This design comes from an exercise in tuning for small area, a short achievable clock period and few clock cycles per item on the open sky130 flow, not from production work. In this exercise RTL edits were held to simulation tests only and were not proved equivalent to the original. No driver is modelled on the clock port, so clock power and skew are understated where the tree is cut down; a real chip needs a root buffer or a tree. Power is estimated from default activity; no workload was simulated.

job 105:
==> flow/design.v <==
`timescale 1ns/10ps
module LBP (
	input  clk,
	input  reset,
	output reg [13:0] gray_addr,
	output reg        gray_req,
	input             gray_ready,
	input      [7:0]  gray_data,
	output reg        lbp_valid,
	output reg [13:0] lbp_addr,
	output reg [7:0]  lbp_data,
	output reg        finish
);
	localparam H = 8;            
	wire [6:0] row = gray_addr[13:7];
	wire [6:0] col = gray_addr[6:0];
	reg  [2:0] s;                
	reg        endc;             
	reg        ends;             
	reg        last;             
	wire [6:0] row_step = {{4{endc}}, {2{ends}}, 1'b1};
	reg run;
	always @(posedge clk) begin
		if (reset) begin
			gray_req  <= 1'b0;
			run       <= 1'b0;
			lbp_valid <= 1'b0;
			finish    <= 1'b0;
		end else begin
			gray_req  <= gray_ready & ~finish & ~(gray_req & last);
			run       <= gray_ready & ~finish & ~(run & last);
			lbp_valid <= run & (s >= 3'd2) & (col >= 7'd2);
			if (run & last) finish <= 1'b1;
		end
	end
	always @(posedge clk) begin
		if (run) begin
			{gray_addr[6:0], s} <= {col, s} + 10'd1;
			gray_addr[13:7] <= row + row_step;
		end else begin
			{gray_addr, s} <= 17'd0;
		end
	end
	always @(posedge clk) begin
		endc <= (s == 3'd6);
		ends <= (s == 3'd6) & (col == 7'd127);
		last <= (s == 3'd6) & (col == 7'd127) & (row == 7'd126);
	end
	reg [7:0] d [0:H];
	integer i;
	always @(posedge clk) begin
		d[0] <= gray_data;
		for (i = 1; i <= H; i = i + 1) d[i] <= d[i-1];
	end
	function [1:0] cmp3;
		input [7:0] a, b;
		reg [7:0] g1, p1;
		reg [3:0] g2, p2;
		reg [1:0] g4, p4;
		reg       g8, p8;
		integer k;
		begin
			g1 = a & ~b; p1 = a | ~b;
			for (k = 0; k < 4; k = k + 1) begin
				g2[k] = g1[2*k+1] | (p1[2*k+1] & g1[2*k]);
				p2[k] = p1[2*k+1] & p1[2*k];
			end
			for (k = 0; k < 2; k = k + 1) begin
				g4[k] = g2[2*k+1] | (p2[2*k+1] & g2[2*k]);
				p4[k] = p2[2*k+1] & p2[2*k];
			end
			g8 = g4[1] | (p4[1] & g4[0]);
			p8 = p4[1] & p4[0];
			cmp3 = {g8 | p8, ~g8};
		end
	endfunction
	function [1:0] cmp3f;
		input [7:0] a, b;
		reg [7:0] g1, p1;
		reg [1:0] g4, p4;
		reg       g8, p8;
		integer k;
		begin
			g1 = a & ~b; p1 = a | ~b;
			for (k = 0; k < 2; k = k + 1) begin
				g4[k] = g1[4*k+3] | (p1[4*k+3] & g1[4*k+2]) | (p1[4*k+3] & p1[4*k+2] & g1[4*k+1])
				      | (p1[4*k+3] & p1[4*k+2] & p1[4*k+1] & g1[4*k]);
				p4[k] = &p1[4*k+3 -: 4];
			end
			g8 = g4[1] | (p4[1] & g4[0]);
			p8 = p4[1] & p4[0];
			cmp3f = {g8 | p8, ~g8};
		end
	endfunction
	wire [7:0] c = d[H];
	wire ge_dg, le_dg, ge_hz, le_hz, ge_ad, le_ad, ge_vt, le_vt;
	assign {ge_dg, le_dg} = cmp3f(gray_data, c);
	assign {ge_hz, le_hz} = cmp3(d[0], c);
	assign {ge_ad, le_ad} = cmp3(d[1], c);
	assign {ge_vt, le_vt} = cmp3(d[H-1], c);
	reg [H:0]   q_dg;    
	reg [H-1:0] q_hz;
	reg [H-2:0] q_ad;
	reg         q_vt;
	always @(posedge clk) begin
		q_dg <= {q_dg[H-1:0], le_dg};
		q_hz <= {q_hz[H-2:0], le_hz};
		q_ad <= {q_ad[H-3:0], le_ad};
		q_vt <= le_vt;
	end
	always @(posedge clk) begin
		lbp_addr <= {row - 7'd1, col - 7'd1};
		lbp_data <= {ge_dg, ge_vt, q_ad[H-2], ge_hz, q_hz[H-1], ge_ad, q_vt, q_dg[H]};
	end
endmodule
clock: 4.0 ns
lec_check: 0
abc_area: 1
cap_margin: 20
core_margin: 2
core_utilization: 60
setup_slack_margin: 2.5
slew_margin: 20
standard.sh (not shown) runs the stock make flow with config.mk's settings and CLKGATE_MAP_FILE= SYNTH_SCRIPT=/design/flow/synth_recipe.tcl, a recipe that flattens the netlist after the stock synthesis.
==> flow/flow/run.sh <==
#!/bin/bash
# The standard layout, with plain buf_1 port buffers and a two-level
# inverter clock tree: after CTS, flow/mytree2.tcl replaces the tree with
# N1 first-level inverters fed from the clock port and N2 second-level
# inverters, each driving one cluster of flip-flops. Timing repair then
# runs after global routing as usual.
set -euo pipefail
HERE=$(pwd)
bash standard.sh finish \
  "BUFFER_PORTS_ARGS=-buffer_cell sky130_fd_sc_hd__buf_1" \
  "SKIP_CTS_REPAIR_TIMING=1" \
  "POST_CTS_TCL=$HERE/flow/mytree2.tcl" \
  "MYTREE_N1=4" "MYTREE_N2=8"  > standard_flow.log 2>&1
Other scripts of this flow, unchanged in this note and not shown: flow/flow/mytree2.tcl
Job 105 finished all stages; the layout is clean.
Testbench counts of job 105, summed over its fixed seeds: cycles 344,080, images 16.
Input changes introduced in job 103 (baseline for comparison: job 105):
--- a/flow/design.v
+++ b/flow/design.v
@@ -73,29 +73,11 @@
 			p8 = p4[1] & p4[0];
 			cmp3 = {g8 | p8, ~g8};
 		end
 	endfunction
-	function [1:0] cmp3f;
-		input [7:0] a, b;
-		reg [7:0] g1, p1;
-		reg [1:0] g4, p4;
-		reg       g8, p8;
-		integer k;
-		begin
-			g1 = a & ~b; p1 = a | ~b;
-			for (k = 0; k < 2; k = k + 1) begin
-				g4[k] = g1[4*k+3] | (p1[4*k+3] & g1[4*k+2]) | (p1[4*k+3] & p1[4*k+2] & g1[4*k+1])
-				      | (p1[4*k+3] & p1[4*k+2] & p1[4*k+1] & g1[4*k]);
-				p4[k] = &p1[4*k+3 -: 4];
-			end
-			g8 = g4[1] | (p4[1] & g4[0]);
-			p8 = p4[1] & p4[0];
-			cmp3f = {g8 | p8, ~g8};
-		end
-	endfunction
 	wire [7:0] c = d[H];
 	wire ge_dg, le_dg, ge_hz, le_hz, ge_ad, le_ad, ge_vt, le_vt;
-	assign {ge_dg, le_dg} = cmp3f(gray_data, c);
+	assign {ge_dg, le_dg} = cmp3(gray_data, c);
 	assign {ge_hz, le_hz} = cmp3(d[0], c);
 	assign {ge_ad, le_ad} = cmp3(d[1], c);
 	assign {ge_vt, le_vt} = cmp3(d[H-1], c);
 	reg [H:0]   q_dg;    
[summary]
There was hardly any difference in via count between job 103 and job 105. Leakage power figure: job 103 vs job 105 down 0.026 nW. Between job 105 and job 103, the final period demand of the worst path is lower for job 105. Relative to job 105, the cell area measured on job 103 has decreased slightly. Comparing job 105 with job 103, the post-synthesis share of cell area spent on and, or, nand and nor gates came out essentially unchanged. Job 105 and job 103 ended up with roughly the same fraction of area in multi-input gates. Any difference in synthesized area between job 103 and job 105 is small enough to ignore. Job 103 vs job 105: pre-CTS setup slack down. Est. power | job 103 vs job 105 | job 103 higher.
Testbench counts of job 103, summed over its fixed seeds: cycles 344,080, images 16.
No run of this note takes its clock network from TritonCTS; it comes from the design's own scripts or RTL.

-- afterwards: timing with drivers on the ports --
In the flow no input, the clock included, has a driving cell. The finished layouts below were timed again as built, in two steps. Step 1: set_driving_cell puts a clkbuf_16 on clk and a buf_2 on each other input, an assumption about the parent block. Step 2, shift: input delay + t, output delay - t, t = (earliest + latest rising clock arrival at the registers) / 2. This alone moves slack from input paths to output paths. Three values: ideal, step 1, step 2; two values: the first two.
run	shift t [ns]	slack for setup (ns)	worst slew at a driven data input, ns
job 105	0.249	2.538 / 2.391 / 2.442	0.03
job 103	0.256	2.512 / 2.366 / 2.482	0.03
After both steps setup and hold are still met in every run listed. For job 105, which loses most, drivers alone change the setup slack by -0.147 ns; drivers and shift together by -0.096 ns.
